This is an optimization exercise on Yosys and OpenROAD, whose aim is small area and a short achievable clock period, not a production implementation. The RTL was checked by simulation tests, not by an equivalence proof against the original design.

`design/flow/flow/run.sh`:
```
#!/bin/bash
# Standard layout (the standard flow's synthesis, clock and constraints) with two changes
# to how the layout is optimised:
#  - timing repair is asked to leave extra setup slack, so the resizer keeps
#    improving paths beyond what the 42 ns clock requires;
#  - the input/output port buffers are buf_2 instead of the default choice.
set -euo pipefail
bash standard.sh SETUP_SLACK_MARGIN=22.5 "BUFFER_PORTS_ARGS=-buffer_cell sky130_fd_sc_hd__buf_2" finish > orfs_flow.log 2>&1
```
`design/flow/standard.sh`:
```
#!/bin/bash
# synth_recipe.tcl (not shown) runs the flow's synth.tcl, then flattens the netlist and writes it again
# the make line also repeats each setting of config.mk as NAME=value (left out here)
make -C /OpenROAD-flow-scripts/flow DESIGN_CONFIG=/design/flow/config.mk WORK_HOME=/design/flow/orfs CLKGATE_MAP_FILE= SYNTH_SCRIPT=/design/flow/synth_recipe.tcl "${@:-finish}"
```
`design/flow/config.mk`:
```
export PLATFORM = sky130hd
export DESIGN_NAME = pr2_cpu
export DESIGN_NICKNAME = pr2_cpu
export VERILOG_FILES = /design/flow/design.v
export SDC_FILE = /design/flow/constraint.sdc
export NUM_CORES = 4
export LEC_CHECK = 0
export ABC_AREA = 1
export CAP_MARGIN = 20
export CORE_MARGIN = 2
export CORE_UTILIZATION = 40
export CTS_BUF_LIST = sky130_fd_sc_hd__clkbuf_8
export SLEW_MARGIN = 20
export TNS_END_PERCENT = 30
```
`design/flow/constraint.sdc`:
```
create_clock -name core_clock -period 42.0 [get_ports {clk}]
set_input_delay 8.4000 -clock core_clock [delete_from_list [all_inputs] [get_ports {clk}]]
set_output_delay 8.4000 -clock core_clock [all_outputs]
set_load 0.01 [all_outputs]
```
`design/flow/design.v`:
```
module mul16 (
	input  logic [15:0] a, b,
	output logic [31:0] p
);
	logic one0, two0, neg0;
	logic e1;
	logic e2;
	logic e3;
	logic e4;
	logic e5;
	logic e6;
	logic e7;
	logic e8;
	logic e9;
	logic e10;
	logic e11;
	logic e12;
	logic e13;
	logic e14;
	logic e15;
	logic e16;
	logic e17;
	logic ns18;
	logic one1, two1, neg1;
	logic e19;
	logic e20;
	logic e21;
	logic e22;
	logic e23;
	logic e24;
	logic e25;
	logic e26;
	logic e27;
	logic e28;
	logic e29;
	logic e30;
	logic e31;
	logic e32;
	logic e33;
	logic e34;
	logic e35;
	logic ns36;
	logic one2, two2, neg2;
	logic e37;
	logic e38;
	logic e39;
	logic e40;
	logic e41;
	logic e42;
	logic e43;
	logic e44;
	logic e45;
	logic e46;
	logic e47;
	logic e48;
	logic e49;
	logic e50;
	logic e51;
	logic e52;
	logic e53;
	logic ns54;
	logic one3, two3, neg3;
	logic e55;
	logic e56;
	logic e57;
	logic e58;
	logic e59;
	logic e60;
	logic e61;
	logic e62;
	logic e63;
	logic e64;
	logic e65;
	logic e66;
	logic e67;
	logic e68;
	logic e69;
	logic e70;
	logic e71;
	logic ns72;
	logic one4, two4, neg4;
	logic e73;
	logic e74;
	logic e75;
	logic e76;
	logic e77;
	logic e78;
	logic e79;
	logic e80;
	logic e81;
	logic e82;
	logic e83;
	logic e84;
	logic e85;
	logic e86;
	logic e87;
	logic e88;
	logic e89;
	logic ns90;
	logic one5, two5, neg5;
	logic e91;
	logic e92;
	logic e93;
	logic e94;
	logic e95;
	logic e96;
	logic e97;
	logic e98;
	logic e99;
	logic e100;
	logic e101;
	logic e102;
	logic e103;
	logic e104;
	logic e105;
	logic e106;
	logic e107;
	logic ns108;
	logic one6, two6, neg6;
	logic e109;
	logic e110;
	logic e111;
	logic e112;
	logic e113;
	logic e114;
	logic e115;
	logic e116;
	logic e117;
	logic e118;
	logic e119;
	logic e120;
	logic e121;
	logic e122;
	logic e123;
	logic e124;
	logic e125;
	logic ns126;
	logic one7, two7, neg7;
	logic e127;
	logic e128;
	logic e129;
	logic e130;
	logic e131;
	logic e132;
	logic e133;
	logic e134;
	logic e135;
	logic e136;
	logic e137;
	logic e138;
	logic e139;
	logic e140;
	logic e141;
	logic e142;
	logic e143;
	logic ns144;
	logic e145;
	logic e146;
	logic e147;
	logic e148;
	logic e149;
	logic e150;
	logic e151;
	logic e152;
	logic e153;
	logic e154;
	logic e155;
	logic e156;
	logic e157;
	logic e158;
	logic e159;
	logic e160;
	logic s161;
	logic c162;
	logic s163;
	logic c164;
	logic s165;
	logic c166;
	logic s167;
	logic c168;
	logic s169;
	logic c170;
	logic s171;
	logic c172;
	logic s173;
	logic c174;
	logic s175;
	logic c176;
	logic s177;
	logic c178;
	logic s179;
	logic c180;
	logic s181;
	logic c182;
	logic s183;
	logic c184;
	logic s185;
	logic c186;
	logic s187;
	logic c188;
	logic s189;
	logic c190;
	logic s191;
	logic c192;
	logic s193;
	logic c194;
	logic s195;
	logic c196;
	logic s197;
	logic c198;
	logic s199;
	logic c200;
	logic s201;
	logic c202;
	logic s203;
	logic c204;
	logic s205;
	logic c206;
	logic s207;
	logic c208;
	logic s209;
	logic c210;
	logic s211;
	logic c212;
	logic s213;
	logic c214;
	logic s215;
	logic c216;
	logic s217;
	logic c218;
	logic s219;
	logic c220;
	logic s221;
	logic c222;
	logic s223;
	logic c224;
	logic s225;
	logic c226;
	logic s227;
	logic c228;
	logic s229;
	logic c230;
	logic s231;
	logic c232;
	logic s233;
	logic c234;
	logic s235;
	logic c236;
	logic s237;
	logic c238;
	logic s239;
	logic c240;
	logic s241;
	logic c242;
	logic s243;
	logic c244;
	logic s245;
	logic c246;
	logic s247;
	logic c248;
	logic s249;
	logic c250;
	logic s251;
	logic c252;
	logic s253;
	logic c254;
	logic s255;
	logic c256;
	logic s257;
	logic c258;
	logic s259;
	logic c260;
	logic s261;
	logic c262;
	logic s263;
	logic c264;
	logic s265;
	logic c266;
	logic s267;
	logic c268;
	logic s269;
	logic c270;
	logic s271;
	logic c272;
	logic s273;
	logic c274;
	logic s275;
	logic c276;
	logic s277;
	logic c278;
	logic s279;
	logic c280;
	logic s281;
	logic c282;
	logic s283;
	logic c284;
	logic s285;
	logic c286;
	logic s287;
	logic c288;
	logic s289;
	logic c290;
	logic s291;
	logic c292;
	logic s293;
	logic c294;
	logic s295;
	logic c296;
	logic s297;
	logic c298;
	logic s299;
	logic c300;
	logic s301;
	logic c302;
	logic s303;
	logic c304;
	logic s305;
	logic c306;
	logic s307;
	logic c308;
	logic s309;
	logic c310;
	logic s311;
	logic c312;
	logic s313;
	logic c314;
	logic s315;
	logic c316;
	logic s317;
	logic c318;
	logic s319;
	logic c320;
	logic s321;
	logic c322;
	logic s323;
	logic c324;
	logic s325;
	logic c326;
	logic s327;
	logic c328;
	logic s329;
	logic c330;
	logic s331;
	logic c332;
	logic s333;
	logic c334;
	logic s335;
	logic c336;
	logic s337;
	logic c338;
	logic s339;
	logic c340;
	logic s341;
	logic c342;
	logic s343;
	logic c344;
	logic s345;
	logic c346;
	logic s347;
	logic c348;
	logic s349;
	logic c350;
	logic s351;
	logic c352;
	logic s353;
	logic c354;
	logic s355;
	logic c356;
	logic s357;
	logic c358;
	logic s359;
	logic c360;
	logic s361;
	logic c362;
	logic s363;
	logic c364;
	logic s365;
	logic c366;
	logic s367;
	logic c368;
	logic s369;
	logic c370;
	logic s371;
	logic c372;
	logic s373;
	logic c374;
	logic s375;
	logic c376;
	logic s377;
	logic c378;
	logic s379;
	logic c380;
	logic s381;
	logic c382;
	logic s383;
	logic c384;
	logic s385;
	logic c386;
	logic s387;
	logic c388;
	logic s389;
	logic c390;
	logic s391;
	logic c392;
	logic s393;
	logic c394;
	logic s395;
	logic c396;
	logic s397;
	logic c398;
	logic s399;
	logic c400;
	logic s401;
	logic c402;
	logic s403;
	logic c404;
	logic s405;
	logic c406;
	logic s407;
	logic c408;
	logic s409;
	logic c410;
	logic s411;
	logic c412;
	logic s413;
	logic c414;
	logic s415;
	logic c416;
	logic s417;
	logic c418;
	logic s419;
	logic c420;
	logic s421;
	logic c422;
	logic s423;
	logic c424;
	logic s425;
	logic c426;
	logic s427;
	logic c428;
	logic s429;
	logic c430;
	logic s431;
	logic c432;
	logic s433;
	logic c434;
	logic s435;
	logic c436;
	logic s437;
	logic c438;
	logic s439;
	logic c440;
	logic s441;
	logic c442;
	logic s443;
	logic c444;
	logic s445;
	logic c446;
	logic s447;
	logic c448;
	logic s449;
	logic c450;
	logic s451;
	logic c452;
	logic s453;
	logic c454;
	logic s455;
	logic c456;
	logic s457;
	logic c458;
	logic s459;
	logic c460;
	logic s461;
	logic c462;
	logic s463;
	logic c464;
	logic s465;
	logic c466;
	logic s467;
	logic c468;
	logic s469;
	logic c470;
	logic s471;
	logic c472;
	logic s473;
	logic c474;
	logic s475;
	logic c476;
	logic s477;
	logic c478;
	logic s479;
	logic c480;
	logic s481;
	logic c482;
	logic s483;
	logic c484;
	logic s485;
	logic c486;
	logic s487;
	logic c488;
	logic s489;
	logic c490;
	logic s491;
	logic c492;
	assign one0 = b[0] ^ 1'b0;
	assign two0 = (b[1] & ~b[0] & ~1'b0) | (~b[1] & b[0] & 1'b0);
	assign neg0 = b[1];
	assign e1 = ((one0 & a[0])) ^ neg0;
	assign e2 = ((one0 & a[1]) | (two0 & a[0])) ^ neg0;
	assign e3 = ((one0 & a[2]) | (two0 & a[1])) ^ neg0;
	assign e4 = ((one0 & a[3]) | (two0 & a[2])) ^ neg0;
	assign e5 = ((one0 & a[4]) | (two0 & a[3])) ^ neg0;
	assign e6 = ((one0 & a[5]) | (two0 & a[4])) ^ neg0;
	assign e7 = ((one0 & a[6]) | (two0 & a[5])) ^ neg0;
	assign e8 = ((one0 & a[7]) | (two0 & a[6])) ^ neg0;
	assign e9 = ((one0 & a[8]) | (two0 & a[7])) ^ neg0;
	assign e10 = ((one0 & a[9]) | (two0 & a[8])) ^ neg0;
	assign e11 = ((one0 & a[10]) | (two0 & a[9])) ^ neg0;
	assign e12 = ((one0 & a[11]) | (two0 & a[10])) ^ neg0;
	assign e13 = ((one0 & a[12]) | (two0 & a[11])) ^ neg0;
	assign e14 = ((one0 & a[13]) | (two0 & a[12])) ^ neg0;
	assign e15 = ((one0 & a[14]) | (two0 & a[13])) ^ neg0;
	assign e16 = ((one0 & a[15]) | (two0 & a[14])) ^ neg0;
	assign e17 = ((two0 & a[15])) ^ neg0;
	assign ns18 = ~neg0;
	assign one1 = b[2] ^ b[1];
	assign two1 = (b[3] & ~b[2] & ~b[1]) | (~b[3] & b[2] & b[1]);
	assign neg1 = b[3];
	assign e19 = ((one1 & a[0])) ^ neg1;
	assign e20 = ((one1 & a[1]) | (two1 & a[0])) ^ neg1;
	assign e21 = ((one1 & a[2]) | (two1 & a[1])) ^ neg1;
	assign e22 = ((one1 & a[3]) | (two1 & a[2])) ^ neg1;
	assign e23 = ((one1 & a[4]) | (two1 & a[3])) ^ neg1;
	assign e24 = ((one1 & a[5]) | (two1 & a[4])) ^ neg1;
	assign e25 = ((one1 & a[6]) | (two1 & a[5])) ^ neg1;
	assign e26 = ((one1 & a[7]) | (two1 & a[6])) ^ neg1;
	assign e27 = ((one1 & a[8]) | (two1 & a[7])) ^ neg1;
	assign e28 = ((one1 & a[9]) | (two1 & a[8])) ^ neg1;
	assign e29 = ((one1 & a[10]) | (two1 & a[9])) ^ neg1;
	assign e30 = ((one1 & a[11]) | (two1 & a[10])) ^ neg1;
	assign e31 = ((one1 & a[12]) | (two1 & a[11])) ^ neg1;
	assign e32 = ((one1 & a[13]) | (two1 & a[12])) ^ neg1;
	assign e33 = ((one1 & a[14]) | (two1 & a[13])) ^ neg1;
	assign e34 = ((one1 & a[15]) | (two1 & a[14])) ^ neg1;
	assign e35 = ((two1 & a[15])) ^ neg1;
	assign ns36 = ~neg1;
	assign one2 = b[4] ^ b[3];
	assign two2 = (b[5] & ~b[4] & ~b[3]) | (~b[5] & b[4] & b[3]);
	assign neg2 = b[5];
	assign e37 = ((one2 & a[0])) ^ neg2;
	assign e38 = ((one2 & a[1]) | (two2 & a[0])) ^ neg2;
	assign e39 = ((one2 & a[2]) | (two2 & a[1])) ^ neg2;
	assign e40 = ((one2 & a[3]) | (two2 & a[2])) ^ neg2;
	assign e41 = ((one2 & a[4]) | (two2 & a[3])) ^ neg2;
	assign e42 = ((one2 & a[5]) | (two2 & a[4])) ^ neg2;
	assign e43 = ((one2 & a[6]) | (two2 & a[5])) ^ neg2;
	assign e44 = ((one2 & a[7]) | (two2 & a[6])) ^ neg2;
	assign e45 = ((one2 & a[8]) | (two2 & a[7])) ^ neg2;
	assign e46 = ((one2 & a[9]) | (two2 & a[8])) ^ neg2;
	assign e47 = ((one2 & a[10]) | (two2 & a[9])) ^ neg2;
	assign e48 = ((one2 & a[11]) | (two2 & a[10])) ^ neg2;
	assign e49 = ((one2 & a[12]) | (two2 & a[11])) ^ neg2;
	assign e50 = ((one2 & a[13]) | (two2 & a[12])) ^ neg2;
	assign e51 = ((one2 & a[14]) | (two2 & a[13])) ^ neg2;
	assign e52 = ((one2 & a[15]) | (two2 & a[14])) ^ neg2;
	assign e53 = ((two2 & a[15])) ^ neg2;
	assign ns54 = ~neg2;
	assign one3 = b[6] ^ b[5];
	assign two3 = (b[7] & ~b[6] & ~b[5]) | (~b[7] & b[6] & b[5]);
	assign neg3 = b[7];
	assign e55 = ((one3 & a[0])) ^ neg3;
	assign e56 = ((one3 & a[1]) | (two3 & a[0])) ^ neg3;
	assign e57 = ((one3 & a[2]) | (two3 & a[1])) ^ neg3;
	assign e58 = ((one3 & a[3]) | (two3 & a[2])) ^ neg3;
	assign e59 = ((one3 & a[4]) | (two3 & a[3])) ^ neg3;
	assign e60 = ((one3 & a[5]) | (two3 & a[4])) ^ neg3;
	assign e61 = ((one3 & a[6]) | (two3 & a[5])) ^ neg3;
	assign e62 = ((one3 & a[7]) | (two3 & a[6])) ^ neg3;
	assign e63 = ((one3 & a[8]) | (two3 & a[7])) ^ neg3;
	assign e64 = ((one3 & a[9]) | (two3 & a[8])) ^ neg3;
	assign e65 = ((one3 & a[10]) | (two3 & a[9])) ^ neg3;
	assign e66 = ((one3 & a[11]) | (two3 & a[10])) ^ neg3;
	assign e67 = ((one3 & a[12]) | (two3 & a[11])) ^ neg3;
	assign e68 = ((one3 & a[13]) | (two3 & a[12])) ^ neg3;
	assign e69 = ((one3 & a[14]) | (two3 & a[13])) ^ neg3;
	assign e70 = ((one3 & a[15]) | (two3 & a[14])) ^ neg3;
	assign e71 = ((two3 & a[15])) ^ neg3;
	assign ns72 = ~neg3;
	assign one4 = b[8] ^ b[7];
	assign two4 = (b[9] & ~b[8] & ~b[7]) | (~b[9] & b[8] & b[7]);
	assign neg4 = b[9];
	assign e73 = ((one4 & a[0])) ^ neg4;
	assign e74 = ((one4 & a[1]) | (two4 & a[0])) ^ neg4;
	assign e75 = ((one4 & a[2]) | (two4 & a[1])) ^ neg4;
	assign e76 = ((one4 & a[3]) | (two4 & a[2])) ^ neg4;
	assign e77 = ((one4 & a[4]) | (two4 & a[3])) ^ neg4;
	assign e78 = ((one4 & a[5]) | (two4 & a[4])) ^ neg4;
	assign e79 = ((one4 & a[6]) | (two4 & a[5])) ^ neg4;
	assign e80 = ((one4 & a[7]) | (two4 & a[6])) ^ neg4;
	assign e81 = ((one4 & a[8]) | (two4 & a[7])) ^ neg4;
	assign e82 = ((one4 & a[9]) | (two4 & a[8])) ^ neg4;
	assign e83 = ((one4 & a[10]) | (two4 & a[9])) ^ neg4;
	assign e84 = ((one4 & a[11]) | (two4 & a[10])) ^ neg4;
	assign e85 = ((one4 & a[12]) | (two4 & a[11])) ^ neg4;
	assign e86 = ((one4 & a[13]) | (two4 & a[12])) ^ neg4;
	assign e87 = ((one4 & a[14]) | (two4 & a[13])) ^ neg4;
	assign e88 = ((one4 & a[15]) | (two4 & a[14])) ^ neg4;
	assign e89 = ((two4 & a[15])) ^ neg4;
	assign ns90 = ~neg4;
	assign one5 = b[10] ^ b[9];
	assign two5 = (b[11] & ~b[10] & ~b[9]) | (~b[11] & b[10] & b[9]);
	assign neg5 = b[11];
	assign e91 = ((one5 & a[0])) ^ neg5;
	assign e92 = ((one5 & a[1]) | (two5 & a[0])) ^ neg5;
	assign e93 = ((one5 & a[2]) | (two5 & a[1])) ^ neg5;
	assign e94 = ((one5 & a[3]) | (two5 & a[2])) ^ neg5;
	assign e95 = ((one5 & a[4]) | (two5 & a[3])) ^ neg5;
	assign e96 = ((one5 & a[5]) | (two5 & a[4])) ^ neg5;
	assign e97 = ((one5 & a[6]) | (two5 & a[5])) ^ neg5;
	assign e98 = ((one5 & a[7]) | (two5 & a[6])) ^ neg5;
	assign e99 = ((one5 & a[8]) | (two5 & a[7])) ^ neg5;
	assign e100 = ((one5 & a[9]) | (two5 & a[8])) ^ neg5;
	assign e101 = ((one5 & a[10]) | (two5 & a[9])) ^ neg5;
	assign e102 = ((one5 & a[11]) | (two5 & a[10])) ^ neg5;
	assign e103 = ((one5 & a[12]) | (two5 & a[11])) ^ neg5;
	assign e104 = ((one5 & a[13]) | (two5 & a[12])) ^ neg5;
	assign e105 = ((one5 & a[14]) | (two5 & a[13])) ^ neg5;
	assign e106 = ((one5 & a[15]) | (two5 & a[14])) ^ neg5;
	assign e107 = ((two5 & a[15])) ^ neg5;
	assign ns108 = ~neg5;
	assign one6 = b[12] ^ b[11];
	assign two6 = (b[13] & ~b[12] & ~b[11]) | (~b[13] & b[12] & b[11]);
	assign neg6 = b[13];
	assign e109 = ((one6 & a[0])) ^ neg6;
	assign e110 = ((one6 & a[1]) | (two6 & a[0])) ^ neg6;
	assign e111 = ((one6 & a[2]) | (two6 & a[1])) ^ neg6;
	assign e112 = ((one6 & a[3]) | (two6 & a[2])) ^ neg6;
	assign e113 = ((one6 & a[4]) | (two6 & a[3])) ^ neg6;
	assign e114 = ((one6 & a[5]) | (two6 & a[4])) ^ neg6;
	assign e115 = ((one6 & a[6]) | (two6 & a[5])) ^ neg6;
	assign e116 = ((one6 & a[7]) | (two6 & a[6])) ^ neg6;
	assign e117 = ((one6 & a[8]) | (two6 & a[7])) ^ neg6;
	assign e118 = ((one6 & a[9]) | (two6 & a[8])) ^ neg6;
	assign e119 = ((one6 & a[10]) | (two6 & a[9])) ^ neg6;
	assign e120 = ((one6 & a[11]) | (two6 & a[10])) ^ neg6;
	assign e121 = ((one6 & a[12]) | (two6 & a[11])) ^ neg6;
	assign e122 = ((one6 & a[13]) | (two6 & a[12])) ^ neg6;
	assign e123 = ((one6 & a[14]) | (two6 & a[13])) ^ neg6;
	assign e124 = ((one6 & a[15]) | (two6 & a[14])) ^ neg6;
	assign e125 = ((two6 & a[15])) ^ neg6;
	assign ns126 = ~neg6;
	assign one7 = b[14] ^ b[13];
	assign two7 = (b[15] & ~b[14] & ~b[13]) | (~b[15] & b[14] & b[13]);
	assign neg7 = b[15];
	assign e127 = ((one7 & a[0])) ^ neg7;
	assign e128 = ((one7 & a[1]) | (two7 & a[0])) ^ neg7;
	assign e129 = ((one7 & a[2]) | (two7 & a[1])) ^ neg7;
	assign e130 = ((one7 & a[3]) | (two7 & a[2])) ^ neg7;
	assign e131 = ((one7 & a[4]) | (two7 & a[3])) ^ neg7;
	assign e132 = ((one7 & a[5]) | (two7 & a[4])) ^ neg7;
	assign e133 = ((one7 & a[6]) | (two7 & a[5])) ^ neg7;
	assign e134 = ((one7 & a[7]) | (two7 & a[6])) ^ neg7;
	assign e135 = ((one7 & a[8]) | (two7 & a[7])) ^ neg7;
	assign e136 = ((one7 & a[9]) | (two7 & a[8])) ^ neg7;
	assign e137 = ((one7 & a[10]) | (two7 & a[9])) ^ neg7;
	assign e138 = ((one7 & a[11]) | (two7 & a[10])) ^ neg7;
	assign e139 = ((one7 & a[12]) | (two7 & a[11])) ^ neg7;
	assign e140 = ((one7 & a[13]) | (two7 & a[12])) ^ neg7;
	assign e141 = ((one7 & a[14]) | (two7 & a[13])) ^ neg7;
	assign e142 = ((one7 & a[15]) | (two7 & a[14])) ^ neg7;
	assign e143 = ((two7 & a[15])) ^ neg7;
	assign ns144 = ~neg7;
	assign e145 = a[0] & b[15];
	assign e146 = a[1] & b[15];
	assign e147 = a[2] & b[15];
	assign e148 = a[3] & b[15];
	assign e149 = a[4] & b[15];
	assign e150 = a[5] & b[15];
	assign e151 = a[6] & b[15];
	assign e152 = a[7] & b[15];
	assign e153 = a[8] & b[15];
	assign e154 = a[9] & b[15];
	assign e155 = a[10] & b[15];
	assign e156 = a[11] & b[15];
	assign e157 = a[12] & b[15];
	assign e158 = a[13] & b[15];
	assign e159 = a[14] & b[15];
	assign e160 = a[15] & b[15];
	assign s161 = ns18 ^ e34;
	assign c162 = ns18 & e34;
	assign s163 = e35 ^ e51;
	assign c164 = e35 & e51;
	assign s165 = e11 ^ e27;
	assign c166 = e11 & e27;
	assign s167 = e12 ^ e28;
	assign c168 = e12 & e28;
	assign s169 = e13 ^ e29 ^ e45;
	assign c170 = (e13 & e29) | (e13 & e45) | (e29 & e45);
	assign s171 = e61 ^ e77;
	assign c172 = e61 & e77;
	assign s173 = e14 ^ e30 ^ e46;
	assign c174 = (e14 & e30) | (e14 & e46) | (e30 & e46);
	assign s175 = e62 ^ e78;
	assign c176 = e62 & e78;
	assign s177 = e15 ^ e31 ^ e47;
	assign c178 = (e15 & e31) | (e15 & e47) | (e31 & e47);
	assign s179 = e63 ^ e79 ^ e95;
	assign c180 = (e63 & e79) | (e63 & e95) | (e79 & e95);
	assign s181 = e111 ^ e127;
	assign c182 = e111 & e127;
	assign s183 = e16 ^ e32 ^ e48;
	assign c184 = (e16 & e32) | (e16 & e48) | (e32 & e48);
	assign s185 = e64 ^ e80 ^ e96;
	assign c186 = (e64 & e80) | (e64 & e96) | (e80 & e96);
	assign s187 = e112 ^ e128;
	assign c188 = e112 & e128;
	assign s189 = e17 ^ e33 ^ e49;
	assign c190 = (e17 & e33) | (e17 & e49) | (e33 & e49);
	assign s191 = e65 ^ e81 ^ e97;
	assign c192 = (e65 & e81) | (e65 & e97) | (e81 & e97);
	assign s193 = e113 ^ e129 ^ e145;
	assign c194 = (e113 & e129) | (e113 & e145) | (e129 & e145);
	assign s195 = s161 ^ e50 ^ e66;
	assign c196 = (s161 & e50) | (s161 & e66) | (e50 & e66);
	assign s197 = e82 ^ e98 ^ e114;
	assign c198 = (e82 & e98) | (e82 & e114) | (e98 & e114);
	assign s199 = e130 ^ e146 ^ 1'b1;
	assign c200 = (e130 & e146) | (e130 & 1'b1) | (e146 & 1'b1);
	assign s201 = c162 ^ s163 ^ e67;
	assign c202 = (c162 & s163) | (c162 & e67) | (s163 & e67);
	assign s203 = e83 ^ e99 ^ e115;
	assign c204 = (e83 & e99) | (e83 & e115) | (e99 & e115);
	assign s205 = e131 ^ e147 ^ 1'b1;
	assign c206 = (e131 & e147) | (e131 & 1'b1) | (e147 & 1'b1);
	assign s207 = c164 ^ ns36 ^ e52;
	assign c208 = (c164 & ns36) | (c164 & e52) | (ns36 & e52);
	assign s209 = e68 ^ e84 ^ e100;
	assign c210 = (e68 & e84) | (e68 & e100) | (e84 & e100);
	assign s211 = e116 ^ e132 ^ e148;
	assign c212 = (e116 & e132) | (e116 & e148) | (e132 & e148);
	assign s213 = e53 ^ e69 ^ e85;
	assign c214 = (e53 & e69) | (e53 & e85) | (e69 & e85);
	assign s215 = e101 ^ e117 ^ e133;
	assign c216 = (e101 & e117) | (e101 & e133) | (e117 & e133);
	assign s217 = e149 ^ 1'b1;
	assign c218 = e149 & 1'b1;
	assign s219 = ns54 ^ e70 ^ e86;
	assign c220 = (ns54 & e70) | (ns54 & e86) | (e70 & e86);
	assign s221 = e102 ^ e118 ^ e134;
	assign c222 = (e102 & e118) | (e102 & e134) | (e118 & e134);
	assign s223 = e71 ^ e87 ^ e103;
	assign c224 = (e71 & e87) | (e71 & e103) | (e87 & e103);
	assign s225 = e119 ^ e135;
	assign c226 = e119 & e135;
	assign s227 = ns72 ^ e88 ^ e104;
	assign c228 = (ns72 & e88) | (ns72 & e104) | (e88 & e104);
	assign s229 = e89 ^ e105;
	assign c230 = e89 & e105;
	assign s231 = e7 ^ e23;
	assign c232 = e7 & e23;
	assign s233 = e8 ^ e24;
	assign c234 = e8 & e24;
	assign s235 = e9 ^ e25 ^ e41;
	assign c236 = (e9 & e25) | (e9 & e41) | (e25 & e41);
	assign s237 = e57 ^ e73;
	assign c238 = e57 & e73;
	assign s239 = e10 ^ e26 ^ e42;
	assign c240 = (e10 & e26) | (e10 & e42) | (e26 & e42);
	assign s241 = e58 ^ e74;
	assign c242 = e58 & e74;
	assign s243 = s165 ^ e43 ^ e59;
	assign c244 = (s165 & e43) | (s165 & e59) | (e43 & e59);
	assign s245 = e75 ^ e91 ^ neg5;
	assign c246 = (e75 & e91) | (e75 & neg5) | (e91 & neg5);
	assign s247 = c166 ^ s167 ^ e44;
	assign c248 = (c166 & s167) | (c166 & e44) | (s167 & e44);
	assign s249 = e60 ^ e76 ^ e92;
	assign c250 = (e60 & e76) | (e60 & e92) | (e76 & e92);
	assign s251 = c168 ^ s169 ^ s171;
	assign c252 = (c168 & s169) | (c168 & s171) | (s169 & s171);
	assign s253 = e93 ^ e109 ^ neg6;
	assign c254 = (e93 & e109) | (e93 & neg6) | (e109 & neg6);
	assign s255 = c170 ^ c172 ^ s173;
	assign c256 = (c170 & c172) | (c170 & s173) | (c172 & s173);
	assign s257 = s175 ^ e94 ^ e110;
	assign c258 = (s175 & e94) | (s175 & e110) | (e94 & e110);
	assign s259 = c174 ^ c176 ^ s177;
	assign c260 = (c174 & c176) | (c174 & s177) | (c176 & s177);
	assign s261 = s179 ^ s181 ^ neg7;
	assign c262 = (s179 & s181) | (s179 & neg7) | (s181 & neg7);
	assign s263 = c178 ^ c180 ^ c182;
	assign c264 = (c178 & c180) | (c178 & c182) | (c180 & c182);
	assign s265 = s183 ^ s185 ^ s187;
	assign c266 = (s183 & s185) | (s183 & s187) | (s185 & s187);
	assign s267 = c184 ^ c186 ^ c188;
	assign c268 = (c184 & c186) | (c184 & c188) | (c186 & c188);
	assign s269 = s189 ^ s191 ^ s193;
	assign c270 = (s189 & s191) | (s189 & s193) | (s191 & s193);
	assign s271 = c190 ^ c192 ^ c194;
	assign c272 = (c190 & c192) | (c190 & c194) | (c192 & c194);
	assign s273 = s195 ^ s197 ^ s199;
	assign c274 = (s195 & s197) | (s195 & s199) | (s197 & s199);
	assign s275 = c196 ^ c198 ^ c200;
	assign c276 = (c196 & c198) | (c196 & c200) | (c198 & c200);
	assign s277 = s201 ^ s203 ^ s205;
	assign c278 = (s201 & s203) | (s201 & s205) | (s203 & s205);
	assign s279 = c202 ^ c204 ^ c206;
	assign c280 = (c202 & c204) | (c202 & c206) | (c204 & c206);
	assign s281 = s207 ^ s209 ^ s211;
	assign c282 = (s207 & s209) | (s207 & s211) | (s209 & s211);
	assign s283 = c208 ^ c210 ^ c212;
	assign c284 = (c208 & c210) | (c208 & c212) | (c210 & c212);
	assign s285 = s213 ^ s215 ^ s217;
	assign c286 = (s213 & s215) | (s213 & s217) | (s215 & s217);
	assign s287 = c214 ^ c216 ^ c218;
	assign c288 = (c214 & c216) | (c214 & c218) | (c216 & c218);
	assign s289 = s219 ^ s221 ^ e150;
	assign c290 = (s219 & s221) | (s219 & e150) | (s221 & e150);
	assign s291 = c220 ^ c222 ^ s223;
	assign c292 = (c220 & c222) | (c220 & s223) | (c222 & s223);
	assign s293 = s225 ^ e151 ^ 1'b1;
	assign c294 = (s225 & e151) | (s225 & 1'b1) | (e151 & 1'b1);
	assign s295 = c224 ^ c226 ^ s227;
	assign c296 = (c224 & c226) | (c224 & s227) | (c226 & s227);
	assign s297 = e120 ^ e136 ^ e152;
	assign c298 = (e120 & e136) | (e120 & e152) | (e136 & e152);
	assign s299 = c228 ^ s229 ^ e121;
	assign c300 = (c228 & s229) | (c228 & e121) | (s229 & e121);
	assign s301 = e137 ^ e153 ^ 1'b1;
	assign c302 = (e137 & e153) | (e137 & 1'b1) | (e153 & 1'b1);
	assign s303 = c230 ^ ns90 ^ e106;
	assign c304 = (c230 & ns90) | (c230 & e106) | (ns90 & e106);
	assign s305 = e122 ^ e138 ^ e154;
	assign c306 = (e122 & e138) | (e122 & e154) | (e138 & e154);
	assign s307 = e107 ^ e123 ^ e139;
	assign c308 = (e107 & e123) | (e107 & e139) | (e123 & e139);
	assign s309 = e155 ^ 1'b1;
	assign c310 = e155 & 1'b1;
	assign s311 = ns108 ^ e124 ^ e140;
	assign c312 = (ns108 & e124) | (ns108 & e140) | (e124 & e140);
	assign s313 = e125 ^ e141;
	assign c314 = e125 & e141;
	assign s315 = e5 ^ e21;
	assign c316 = e5 & e21;
	assign s317 = e6 ^ e22;
	assign c318 = e6 & e22;
	assign s319 = s231 ^ e39 ^ e55;
	assign c320 = (s231 & e39) | (s231 & e55) | (e39 & e55);
	assign s321 = c232 ^ s233 ^ e40;
	assign c322 = (c232 & s233) | (c232 & e40) | (s233 & e40);
	assign s323 = c234 ^ s235 ^ s237;
	assign c324 = (c234 & s235) | (c234 & s237) | (s235 & s237);
	assign s325 = c236 ^ c238 ^ s239;
	assign c326 = (c236 & c238) | (c236 & s239) | (c238 & s239);
	assign s327 = c240 ^ c242 ^ s243;
	assign c328 = (c240 & c242) | (c240 & s243) | (c242 & s243);
	assign s329 = c244 ^ c246 ^ s247;
	assign c330 = (c244 & c246) | (c244 & s247) | (c246 & s247);
	assign s331 = c248 ^ c250 ^ s251;
	assign c332 = (c248 & c250) | (c248 & s251) | (c250 & s251);
	assign s333 = c252 ^ c254 ^ s255;
	assign c334 = (c252 & c254) | (c252 & s255) | (c254 & s255);
	assign s335 = c256 ^ c258 ^ s259;
	assign c336 = (c256 & c258) | (c256 & s259) | (c258 & s259);
	assign s337 = c260 ^ c262 ^ s263;
	assign c338 = (c260 & c262) | (c260 & s263) | (c262 & s263);
	assign s339 = c264 ^ c266 ^ s267;
	assign c340 = (c264 & c266) | (c264 & s267) | (c266 & s267);
	assign s341 = c268 ^ c270 ^ s271;
	assign c342 = (c268 & c270) | (c268 & s271) | (c270 & s271);
	assign s343 = c272 ^ c274 ^ s275;
	assign c344 = (c272 & c274) | (c272 & s275) | (c274 & s275);
	assign s345 = c276 ^ c278 ^ s279;
	assign c346 = (c276 & c278) | (c276 & s279) | (c278 & s279);
	assign s347 = c280 ^ c282 ^ s283;
	assign c348 = (c280 & c282) | (c280 & s283) | (c282 & s283);
	assign s349 = c284 ^ c286 ^ s287;
	assign c350 = (c284 & c286) | (c284 & s287) | (c286 & s287);
	assign s351 = c288 ^ c290 ^ s291;
	assign c352 = (c288 & c290) | (c288 & s291) | (c290 & s291);
	assign s353 = c292 ^ c294 ^ s295;
	assign c354 = (c292 & c294) | (c292 & s295) | (c294 & s295);
	assign s355 = c296 ^ c298 ^ s299;
	assign c356 = (c296 & c298) | (c296 & s299) | (c298 & s299);
	assign s357 = c300 ^ c302 ^ s303;
	assign c358 = (c300 & c302) | (c300 & s303) | (c302 & s303);
	assign s359 = c304 ^ c306 ^ s307;
	assign c360 = (c304 & c306) | (c304 & s307) | (c306 & s307);
	assign s361 = c308 ^ c310 ^ s311;
	assign c362 = (c308 & c310) | (c308 & s311) | (c310 & s311);
	assign s363 = c312 ^ s313 ^ e157;
	assign c364 = (c312 & s313) | (c312 & e157) | (s313 & e157);
	assign s365 = c314 ^ ns126 ^ e142;
	assign c366 = (c314 & ns126) | (c314 & e142) | (ns126 & e142);
	assign s367 = e143 ^ e159;
	assign c368 = e143 & e159;
	assign s369 = e3 ^ e19;
	assign c370 = e3 & e19;
	assign s371 = e4 ^ e20;
	assign c372 = e4 & e20;
	assign s373 = s315 ^ e37 ^ neg2;
	assign c374 = (s315 & e37) | (s315 & neg2) | (e37 & neg2);
	assign s375 = c316 ^ s317 ^ e38;
	assign c376 = (c316 & s317) | (c316 & e38) | (s317 & e38);
	assign s377 = c318 ^ s319 ^ neg3;
	assign c378 = (c318 & s319) | (c318 & neg3) | (s319 & neg3);
	assign s379 = c320 ^ s321 ^ e56;
	assign c380 = (c320 & s321) | (c320 & e56) | (s321 & e56);
	assign s381 = c322 ^ s323 ^ neg4;
	assign c382 = (c322 & s323) | (c322 & neg4) | (s323 & neg4);
	assign s383 = c324 ^ s325 ^ s241;
	assign c384 = (c324 & s325) | (c324 & s241) | (s325 & s241);
	assign s385 = c326 ^ s327 ^ s245;
	assign c386 = (c326 & s327) | (c326 & s245) | (s327 & s245);
	assign s387 = c328 ^ s329 ^ s249;
	assign c388 = (c328 & s329) | (c328 & s249) | (s329 & s249);
	assign s389 = c330 ^ s331 ^ s253;
	assign c390 = (c330 & s331) | (c330 & s253) | (s331 & s253);
	assign s391 = c332 ^ s333 ^ s257;
	assign c392 = (c332 & s333) | (c332 & s257) | (s333 & s257);
	assign s393 = c334 ^ s335 ^ s261;
	assign c394 = (c334 & s335) | (c334 & s261) | (s335 & s261);
	assign s395 = c336 ^ s337 ^ s265;
	assign c396 = (c336 & s337) | (c336 & s265) | (s337 & s265);
	assign s397 = c338 ^ s339 ^ s269;
	assign c398 = (c338 & s339) | (c338 & s269) | (s339 & s269);
	assign s399 = c340 ^ s341 ^ s273;
	assign c400 = (c340 & s341) | (c340 & s273) | (s341 & s273);
	assign s401 = c342 ^ s343 ^ s277;
	assign c402 = (c342 & s343) | (c342 & s277) | (s343 & s277);
	assign s403 = c344 ^ s345 ^ s281;
	assign c404 = (c344 & s345) | (c344 & s281) | (s345 & s281);
	assign s405 = c346 ^ s347 ^ s285;
	assign c406 = (c346 & s347) | (c346 & s285) | (s347 & s285);
	assign s407 = c348 ^ s349 ^ s289;
	assign c408 = (c348 & s349) | (c348 & s289) | (s349 & s289);
	assign s409 = c350 ^ s351 ^ s293;
	assign c410 = (c350 & s351) | (c350 & s293) | (s351 & s293);
	assign s411 = c352 ^ s353 ^ s297;
	assign c412 = (c352 & s353) | (c352 & s297) | (s353 & s297);
	assign s413 = c354 ^ s355 ^ s301;
	assign c414 = (c354 & s355) | (c354 & s301) | (s355 & s301);
	assign s415 = c356 ^ s357 ^ s305;
	assign c416 = (c356 & s357) | (c356 & s305) | (s357 & s305);
	assign s417 = c358 ^ s359 ^ s309;
	assign c418 = (c358 & s359) | (c358 & s309) | (s359 & s309);
	assign s419 = c360 ^ s361 ^ e156;
	assign c420 = (c360 & s361) | (c360 & e156) | (s361 & e156);
	assign s421 = c362 ^ s363 ^ 1'b1;
	assign c422 = (c362 & s363) | (c362 & 1'b1) | (s363 & 1'b1);
	assign s423 = c364 ^ s365 ^ e158;
	assign c424 = (c364 & s365) | (c364 & e158) | (s365 & e158);
	assign s425 = c366 ^ s367 ^ 1'b1;
	assign c426 = (c366 & s367) | (c366 & 1'b1) | (s367 & 1'b1);
	assign s427 = c368 ^ ns144 ^ e160;
	assign c428 = (c368 & ns144) | (c368 & e160) | (ns144 & e160);
	assign s429 = e1 ^ neg0;
	assign c430 = e1 & neg0;
	assign s431 = e2 ^ c430;
	assign c432 = e2 & c430;
	assign s433 = s369 ^ neg1 ^ c432;
	assign c434 = (s369 & neg1) | (s369 & c432) | (neg1 & c432);
	assign s435 = c370 ^ s371 ^ c434;
	assign c436 = (c370 & s371) | (c370 & c434) | (s371 & c434);
	assign s437 = c372 ^ s373 ^ c436;
	assign c438 = (c372 & s373) | (c372 & c436) | (s373 & c436);
	assign s439 = c374 ^ s375 ^ c438;
	assign c440 = (c374 & s375) | (c374 & c438) | (s375 & c438);
	assign s441 = c376 ^ s377 ^ c440;
	assign c442 = (c376 & s377) | (c376 & c440) | (s377 & c440);
	assign s443 = c378 ^ s379 ^ c442;
	assign c444 = (c378 & s379) | (c378 & c442) | (s379 & c442);
	assign s445 = c380 ^ s381 ^ c444;
	assign c446 = (c380 & s381) | (c380 & c444) | (s381 & c444);
	assign s447 = c382 ^ s383 ^ c446;
	assign c448 = (c382 & s383) | (c382 & c446) | (s383 & c446);
	assign s449 = c384 ^ s385 ^ c448;
	assign c450 = (c384 & s385) | (c384 & c448) | (s385 & c448);
	assign s451 = c386 ^ s387 ^ c450;
	assign c452 = (c386 & s387) | (c386 & c450) | (s387 & c450);
	assign s453 = c388 ^ s389 ^ c452;
	assign c454 = (c388 & s389) | (c388 & c452) | (s389 & c452);
	assign s455 = c390 ^ s391 ^ c454;
	assign c456 = (c390 & s391) | (c390 & c454) | (s391 & c454);
	assign s457 = c392 ^ s393 ^ c456;
	assign c458 = (c392 & s393) | (c392 & c456) | (s393 & c456);
	assign s459 = c394 ^ s395 ^ c458;
	assign c460 = (c394 & s395) | (c394 & c458) | (s395 & c458);
	assign s461 = c396 ^ s397 ^ c460;
	assign c462 = (c396 & s397) | (c396 & c460) | (s397 & c460);
	assign s463 = c398 ^ s399 ^ c462;
	assign c464 = (c398 & s399) | (c398 & c462) | (s399 & c462);
	assign s465 = c400 ^ s401 ^ c464;
	assign c466 = (c400 & s401) | (c400 & c464) | (s401 & c464);
	assign s467 = c402 ^ s403 ^ c466;
	assign c468 = (c402 & s403) | (c402 & c466) | (s403 & c466);
	assign s469 = c404 ^ s405 ^ c468;
	assign c470 = (c404 & s405) | (c404 & c468) | (s405 & c468);
	assign s471 = c406 ^ s407 ^ c470;
	assign c472 = (c406 & s407) | (c406 & c470) | (s407 & c470);
	assign s473 = c408 ^ s409 ^ c472;
	assign c474 = (c408 & s409) | (c408 & c472) | (s409 & c472);
	assign s475 = c410 ^ s411 ^ c474;
	assign c476 = (c410 & s411) | (c410 & c474) | (s411 & c474);
	assign s477 = c412 ^ s413 ^ c476;
	assign c478 = (c412 & s413) | (c412 & c476) | (s413 & c476);
	assign s479 = c414 ^ s415 ^ c478;
	assign c480 = (c414 & s415) | (c414 & c478) | (s415 & c478);
	assign s481 = c416 ^ s417 ^ c480;
	assign c482 = (c416 & s417) | (c416 & c480) | (s417 & c480);
	assign s483 = c418 ^ s419 ^ c482;
	assign c484 = (c418 & s419) | (c418 & c482) | (s419 & c482);
	assign s485 = c420 ^ s421 ^ c484;
	assign c486 = (c420 & s421) | (c420 & c484) | (s421 & c484);
	assign s487 = c422 ^ s423 ^ c486;
	assign c488 = (c422 & s423) | (c422 & c486) | (s423 & c486);
	assign s489 = c424 ^ s425 ^ c488;
	assign c490 = (c424 & s425) | (c424 & c488) | (s425 & c488);
	assign s491 = c426 ^ s427 ^ c490;
	assign c492 = (c426 & s427) | (c426 & c490) | (s427 & c490);
	assign p[0] = s429;
	assign p[1] = s431;
	assign p[2] = s433;
	assign p[3] = s435;
	assign p[4] = s437;
	assign p[5] = s439;
	assign p[6] = s441;
	assign p[7] = s443;
	assign p[8] = s445;
	assign p[9] = s447;
	assign p[10] = s449;
	assign p[11] = s451;
	assign p[12] = s453;
	assign p[13] = s455;
	assign p[14] = s457;
	assign p[15] = s459;
	assign p[16] = s461;
	assign p[17] = s463;
	assign p[18] = s465;
	assign p[19] = s467;
	assign p[20] = s469;
	assign p[21] = s471;
	assign p[22] = s473;
	assign p[23] = s475;
	assign p[24] = s477;
	assign p[25] = s479;
	assign p[26] = s481;
	assign p[27] = s483;
	assign p[28] = s485;
	assign p[29] = s487;
	assign p[30] = s489;
	assign p[31] = s491;
endmodule
module div_steps #(parameter int JHI = 15, parameter int JLO = 0) (
	input  logic [15:0]      r_in,
	input  logic [JHI:JLO]   a,
	input  logic [15:0]      b,
	output logic [15:0]      r_out,
	output logic [JHI:JLO]   q
);
	logic [15:0] rr [JLO:JHI+1];
	assign rr[JHI+1] = r_in;
	for (genvar j = JHI; j >= JLO; j--) begin : st
		localparam int W = 16 - j;
		logic [W-1:0] t, d;
		logic         bo, hz;
		if (W == 1) begin : w1
			assign t = a[j];
		end else begin : wn
			assign t = {rr[j+1][W-2:0], a[j]};
		end
		assign {bo, d} = {1'b0, t} - {1'b0, b[W-1:0]};
		if (W == 16) begin : hz16
			assign hz = 1'b1;
		end else begin : hzn
			assign hz = ~|b[15:W];
		end
		assign q[j] = hz & ~bo;
		if (W == 16) begin : o16
			assign rr[j] = q[j] ? d : t;
		end else begin : on
			assign rr[j] = {{(16-W){1'b0}}, q[j] ? d : t};
		end
	end
	assign r_out = rr[JLO];
endmodule
module pr2_cpu(
	input  logic        clk,
	input  logic        rst,
	output logic [5:0]  pc,
	input  logic [17:0] instr,
	output logic [4:0]  dmem_addr,
	output logic [15:0] dmem_wdata,
	output logic        dmem_we,
	input  logic [15:0] dmem_rdata,
	input  logic        init_en,
	input  logic [3:0]  init_addr,
	input  logic [3:0]  init_data,
	input  logic [3:0]  dbg_addr,
	output logic [15:0] dbg_data
	);
	localparam int DK = 7;    
	logic [5:0] op;
	logic [3:0] rs, rt, rd;
	assign op = instr[17:12];
	assign rs = instr[11:8];
	assign rt = instr[7:4];
	assign rd = instr[3:0];
	logic cJ, cB1, cB2, cM, cI, cR, jump;
	assign cJ  = (op[5:1] == 5'b00000);    
	assign cB1 = (op[5:1] == 5'b00001);    
	assign cB2 = (op[5:2] == 4'b0001);     
	assign cM  = (op[5:3] == 3'b001);      
	assign cI  = (op[5:4] == 2'b01);       
	assign cR  = op[5];                    
	assign jump = cJ | (op[5:2] == 4'b1000);
	logic [15:0] regs [16];
	logic [15:0] RD1, RD2, WD;
	logic [3:0]  WA;
	assign RD1 = regs[rs];
	assign RD2 = regs[rt];
	assign dbg_data = regs[dbg_addr];
	for (genvar k = 0; k < 16; k++) begin : rf
		always_ff @(posedge clk)
			if (WA == k) regs[k] <= WD;
	end
	logic [15:0] SignImm, ZeroImm, CompImm, opb;
	assign SignImm = {{12{rd[3]}}, rd};
	assign ZeroImm = {12'b0, rd};
	assign CompImm = op[1] ? (op[0] ? {~rd, 12'hFFF} : {8'b0, rd, 4'b0}) : {4'b0, rd, 8'b0};
	assign opb = cR ? RD2 : ((op[2] & cI) ? ((op[3] | (op[0] & op[1])) ? CompImm : ZeroImm) : SignImm);
	logic [3:0]  F;
	logic [15:0] g, sum, lg, alu_out;
	logic        cout, ovs, slt;
	assign F = (op[3] & op[2]) ? 4'b0101 : op[3:0];
	assign g = F[1] ? ~opb : opb;
	assign {cout, sum} = {1'b0, RD1} + {1'b0, g} + {16'b0, F[1]};
	assign ovs = (sum[15] ^ RD1[15]) & ~(RD1[15] ^ g[15]);
	assign slt = F[0] ? ~cout : (ovs ? cout : sum[15]);
	always_comb
		case (F[1:0])
			2'b00: lg = RD1 & opb;
			2'b01: lg = RD1 | opb;
			2'b10: lg = RD1 ^ opb;
			default: lg = ~(RD1 | opb);
		endcase
	assign alu_out = F[2] ? lg : (F[3] ? {15'b0, slt} : sum);
	logic [15:0] sh_in, sh_r, sh_out, sh_s0, sh_s1, sh_s2;
	logic        sh_left, sh_fill;
	assign sh_left = (op[1:0] == 2'b00);
	assign sh_fill = op[1] & RD2[15];
	for (genvar i = 0; i < 16; i++) begin : rv
		assign sh_in[i] = sh_left ? RD2[15-i] : RD2[i];
		assign sh_out[i] = sh_left ? sh_r[15-i] : sh_r[i];
	end
	assign sh_s0 = RD1[0] ? {sh_fill, sh_in[15:1]} : sh_in;
	assign sh_s1 = RD1[1] ? {{2{sh_fill}}, sh_s0[15:2]} : sh_s0;
	assign sh_s2 = RD1[2] ? {{4{sh_fill}}, sh_s1[15:4]} : sh_s1;
	assign sh_r  = RD1[3] ? {{8{sh_fill}}, sh_s2[15:8]} : sh_s2;
	localparam logic [1:0] MD_RES = 2'd0, MD_MUL = 2'd1, MD_DIV = 2'd2;
	logic [1:0]  mode;
	logic [15:0] hr, lr, xr;
	logic [15:0] fH, fL, mH, mL, dR, dQl;
	logic [31:0] prod;
	mul16 mul (.a(hr), .b(lr), .p(prod));
	div_steps #(.JHI(15-DK), .JLO(0)) div2 (
		.r_in(hr), .a(lr[15:DK]), .b(xr), .r_out(dR), .q(dQl[15-DK:0]));
	assign dQl[15:16-DK] = lr[DK-1:0];
	always_comb
		case (mode)
			MD_MUL: begin fH = prod[31:16]; fL = prod[15:0]; end
			MD_DIV: begin fH = dR; fL = dQl; end
			default: begin fH = hr; fL = lr; end
		endcase
	logic [15:0] d1R;
	logic [15:16-DK] d1Q;
	div_steps #(.JHI(15), .JLO(16-DK)) div1 (
		.r_in(16'b0), .a(RD1[15:16-DK]), .b(RD2), .r_out(d1R), .q(d1Q));
	always_ff @(posedge clk) begin
		if (op[2]) begin
			if (op[0]) begin
				mode <= MD_RES; hr <= RD1; lr <= RD1;
			end else if (op[1]) begin
				mode <= MD_DIV; hr <= d1R; lr <= {RD1[15-DK:0], d1Q}; xr <= RD2;
			end else begin
				mode <= MD_MUL; hr <= RD1; lr <= RD2;
			end
		end else if (op[0]) begin
			mode <= MD_RES;
			if (op[1]) begin hr <= fH; lr <= RD1; end
			else       begin hr <= RD1; lr <= fL; end
		end
	end
	logic [15:0] mul_out;
	assign mul_out = op[1] ? fL : fH;
	logic [15:0] R_out;
	always_comb
		if (cI | (cR & op[4]))       R_out = alu_out;
		else if (cR & ~op[3])        R_out = sh_out;
		else if (cR)                 R_out = mul_out;
		else                         R_out = 16'b0;
	logic [5:0]  addr6;
	logic [15:0] MOut, ld, bsel;
	assign addr6 = RD1[5:0] + SignImm[5:0];
	assign MOut = dmem_rdata;
	assign dmem_addr = addr6[5:1];
	assign dmem_we = op[2] & cM;
	assign dmem_wdata = op[0] ? RD2 : (addr6[0] ? {RD2[7:0], MOut[15:8]} : {MOut[15:8], RD2[7:0]});
	assign bsel = addr6[0] ? {8'b0, MOut[15:8]} : {8'b0, MOut[7:0]};
	assign ld = op[0] ? MOut : {{8{bsel[7] & ~op[1]}}, bsel[7:0]};
	logic [5:0] pc1, pc_next;
	logic       taken, eq, lez;
	assign pc1 = pc + 6'd1;
	assign eq  = (RD1 == RD2);
	assign lez = RD1[15] | (RD1 == 16'b0);
	assign taken = (cB1 & (op[0] ^ RD1[15])) |
	               (cB2 & (op[0] ^ (op[1] ? lez : eq)));
	assign pc_next = taken ? (pc1 + SignImm[5:0]) : (jump ? (cR ? RD1[5:0] : instr[5:0]) : pc1);
	always_ff @(posedge clk)
		if (rst) pc <= 6'd0;
		else if (!init_en) pc <= pc_next;
	always_comb begin
		if (init_en) begin
			WA = init_addr;
			WD = {12'b0, init_data};
		end else begin
			WA = jump ? 4'd15 : (cR ? rd : rt);
			WD = cM ? ld : ((jump & op[0]) ? {10'b0, pc1} : R_out);
		end
	end
endmodule
```
==> summary.txt <==
Complex-gate fraction of the synthesized area = 0.195
Number of global-route vias before repair = 34,600
R2R setup slack = 23.86 ns
FF+latch area = 9310 um2
IO Pins = 93
Tcrit/Tclk final = 0.469
CP Max Fanout = 6
Fraction of layout cells with a size suffix above 1 = 0.121
RR Startpoint = lr[15]$_DFFE_PP_
Commonest cells in the netlist = nand2_1 (1,086), inv_1 (645), edfxtp_1 (306), o21ai_0 (299), nand3_1 (284)
Post-CTS Hold Fix Bufs = 0
Adder-cell share of the synthesized area = 0.163
First-pass DRT Iterations = 7
Setup Viol. Count Final = 0
Worst endpoint required time = 33.60 ns
Max_slew headroom = 0.229
FF+latch count, synth = 312
Area occupied by multi-input gates = 23,100 um2
Final worst clock skew = 0.0925 ns
Reg2reg path depth = 102
Mapped cell area = 35,000 um2
R2R Path End = regs[5][3]$_DFFE_PN_
Worst hold path type = flop to flop
Status = complete, no violations
Synth async-reset ratio = 0
Slowest cell delay on critical path = 0.30 ns
Routed wire per std cell = 25.8 um
Die height = 300 um
Crit path time final = 19.68 ns
H-tree Lvls = 2
Syn-to-layout area delta = 14.6%
CP dominant cell by count = buf_12
Total die area = 89,800 um2
Post-Syn Nets = 5,140
DPL Wire Length = 118,000 um
Clock latency (worst-skew pair) = 0.72 ns
Startpoint types = input port
Sequential-to-total area share from yosys stat = 0.266
Largest area contributor in the netlist = edfxtp_1
Port Buffer Count = 92
Dpl cells = 5,910
Reg clk slew, reported paths = 0.06 ns
First-pass GRT wire length = 228,000 um
Synth top area share = 0.263
Syn. warnings = 6
Core area = 86,800 um2
Final hold violations = 0
CTS tree = built
FP Rows = 108
CP Cell Sequence = buf_12 > nand4_1 > buf_6 > buf_12 > o22ai_2 > nor3_2 > nand4_1 > o21ai_4 > buf_12 > clkinv_16 > ha_4 > a21oi_2 > inv_1 > a31oi_2 > o21ai_1 > a21oi_1 > xor2_1 > xnor2_1 > inv_1 > buf_6
Setup TNS = 0 ns
Total global-route track usage = 0.339
Mux cell area share after synthesis = 0
Initial core utilization = 0.403
Largest net degree at the start of global routing = 41
Average size of a mapped cell = 7.40 um2
Longest Clk Path Bufs = 3
Slew Limit Fails = 0
Synth Instances = 4,723
Initial antenna violation count = 9
CP arrival = 11.28 ns
Fmax = 50.8 MHz
Vias = 36,900
Final WL = 158,000 um
Crit end category = output port
Drc violations = 0
Unrepaired setup endpoints after global routing = true
Fin nets = 5,325
Post-Synth XOR/XNOR Area = 0.0664
Worst-Margin Slew = 1.13 ns
# fillers = 8,964
Hold WS = 0.625 ns
Sink Count = 312
Die X = 300 um
Synth Area in Simple Gates = 0.214
Total gr overflow = 0
Drt via density = 6.05
Post-synth top flop = edfxtp_1
Antenna Violating Nets Remaining = 0
Pre-CTS setup slack = 20.44 ns
CP max-delay cell = nor3_2
Post-Layout Cell Count = 6,109
CTS root buf = clkbuf_8
DRT iter0 DRCs = 5,195
TritonCTS Buffers = 52
Capture point of the worst path = dmem_addr[4]
Largest cells by area after synthesis = edfxtp_1 (26%), nand2_1 (12%), fa_1 (8.4%)
Max-cap violations = 0
CP Class = input port to output port
Routability Congestion = 0.996
Number of flops mapped to enable cells by yosys = 306
Combinational family with the most area after synthesis = simple AND/OR/NAND/NOR gates
Top-count cell post-synth = nand2_1
Synth unique cells = 55
Final setup margin = 22.32 ns
CP startpoint = instr[10]
## cells in the final DEF (no fill, tap or decap), drive strengths merged, types with 30 or more instances in the layout
cell     synthesis  final
clkbuf         123     54
o211ai          30     30
nand4           40     40
nor3            41     41
o21ai          360    360
o2111ai         38     38
inv            672    673
fa             146    146
edfxtp         306    306
a21oi          221    221
nand2         1104   1105
clkinv          27     51
buf             47    295
a221oi          43     43
o22ai          251    251
nor2           268    268
xor2           222    222
nand3          286    286
ha             222    222
o221ai          47     47
a31oi           31     31
xnor2           43     43
## critical path, delay by kind of cell
kind,cells,cell delay [ns]
compound gates,6,0.79
fa+ha+maj,1,0.15
simple gates,3,0.72
buf+inv,8,0.86
xor+xnor,2,0.33
## registers in the layout, indices dropped and copies added, names as in the netlist
| name | cells |
|---|---|
| mode | 2 |
| hr | 16 |
| pc | 6 |
| xr | 16 |
| regs | 256 |
| lr | 16 |
## cell type report
class / instances / area share
Antenna cell: 2 / 0.000125
Clock buffer: 52 / 0.0179
Clock inverter: 46 / 0.00993
Inverter: 699 / 0.0687
Multi-Input combinational cell: 3543 / 0.577
Sequential cell: 312 / 0.232
Tap cell: 1155 / 0.0361
Timing Repair Buffer: 298 / 0.0577
Timing Repair inverter: 2 / 0.000406
## worst min-delay path by stage
stage | from | cells after the start | slack, ns | end
5_1_grt | pc[2]$_SDFFE_PP0N_ | 2 | 0.63 | pc[2]$_SDFFE_PP0N_
3_3_place_gp | pc[2]$_SDFFE_PP0N_ | 2 | 0.58 | pc[2]$_SDFFE_PP0N_
4_1_cts | pc[2]$_SDFFE_PP0N_ | 2 | 0.61 | pc[2]$_SDFFE_PP0N_
3_5_place_dp | pc[2]$_SDFFE_PP0N_ | 2 | 0.60 | pc[2]$_SDFFE_PP0N_
6_report | pc[5]$_SDFFE_PP0N_ | 4 | 0.63 | pc[5]$_SDFFE_PP0N_
2_1_floorplan | pc[4]$_SDFFE_PP0N_ | 4 | 0.58 | pc[4]$_SDFFE_PP0N_
## kinds of logic after synthesis
group                    count (synthesis)
AO/OA/AOI/OAI                         1114
XOR/XNOR                               265
adder cells (fa/ha/maj)                369
buffers and inverters                  869
flip-flops                             312
AND/OR/NAND/NOR                       1794
## through the flow
| stage | area [um2] | util |
|---|---|---|
| 4_1_cts | 39100 | 0.451 |
| 2_1_floorplan | 35000 | - |
| 3_5_place_dp | 37000 | 0.427 |
| 3_3_place_gp | 37000 | 0.427 |
| 5_1_grt | 40100 | 0.462 |
| 6_report | 40100 | 0.462 |
## routing by layer
layer / up-vias / track usage / share of wire
met1: 17600 / 0.472 / 0.41
met3: 440 / 0.0592 / 0.11
met2: 2348 / 0.515 / 0.43
met5: - / 0 / 0.00051
met4: 12 / 0.150 / 0.051
li1: 16600 / - / -
## timing repair
action,4_1_cts,5_1_grt
gates resized for setup,137,121
buffers inserted,47,46
endpoints found under the hold margin,0,0
pin swaps,18,29
gates cloned,2,4
setup endpoints to repair,303,304

[what the ideal ports hide]
In the flow no input, the clock included, has a driving cell. The finished layout below was timed again as built, in two steps.
Step 1, drivers: a clkbuf_16 drives clk and a buf_2 each remaining input, both assumed.
Step 2 also shifts input and output timing later by t, the mid clock arrival at the registers, as if the neighbouring blocks saw the same clock.
Slacks: ideal / step 1 / step 2; pairs: ideal / step 1.
t, ns: 0.740
setup slack, ns: 22.321 / 22.272 / 22.272
worst setup path after step 2: input to output
worst register clock-pin slew, ns: 0.08 / 0.08
After both steps setup and hold are still met in this run. For this run, drivers alone change the setup slack by -0.049 ns; drivers and shift together by -0.049 ns.
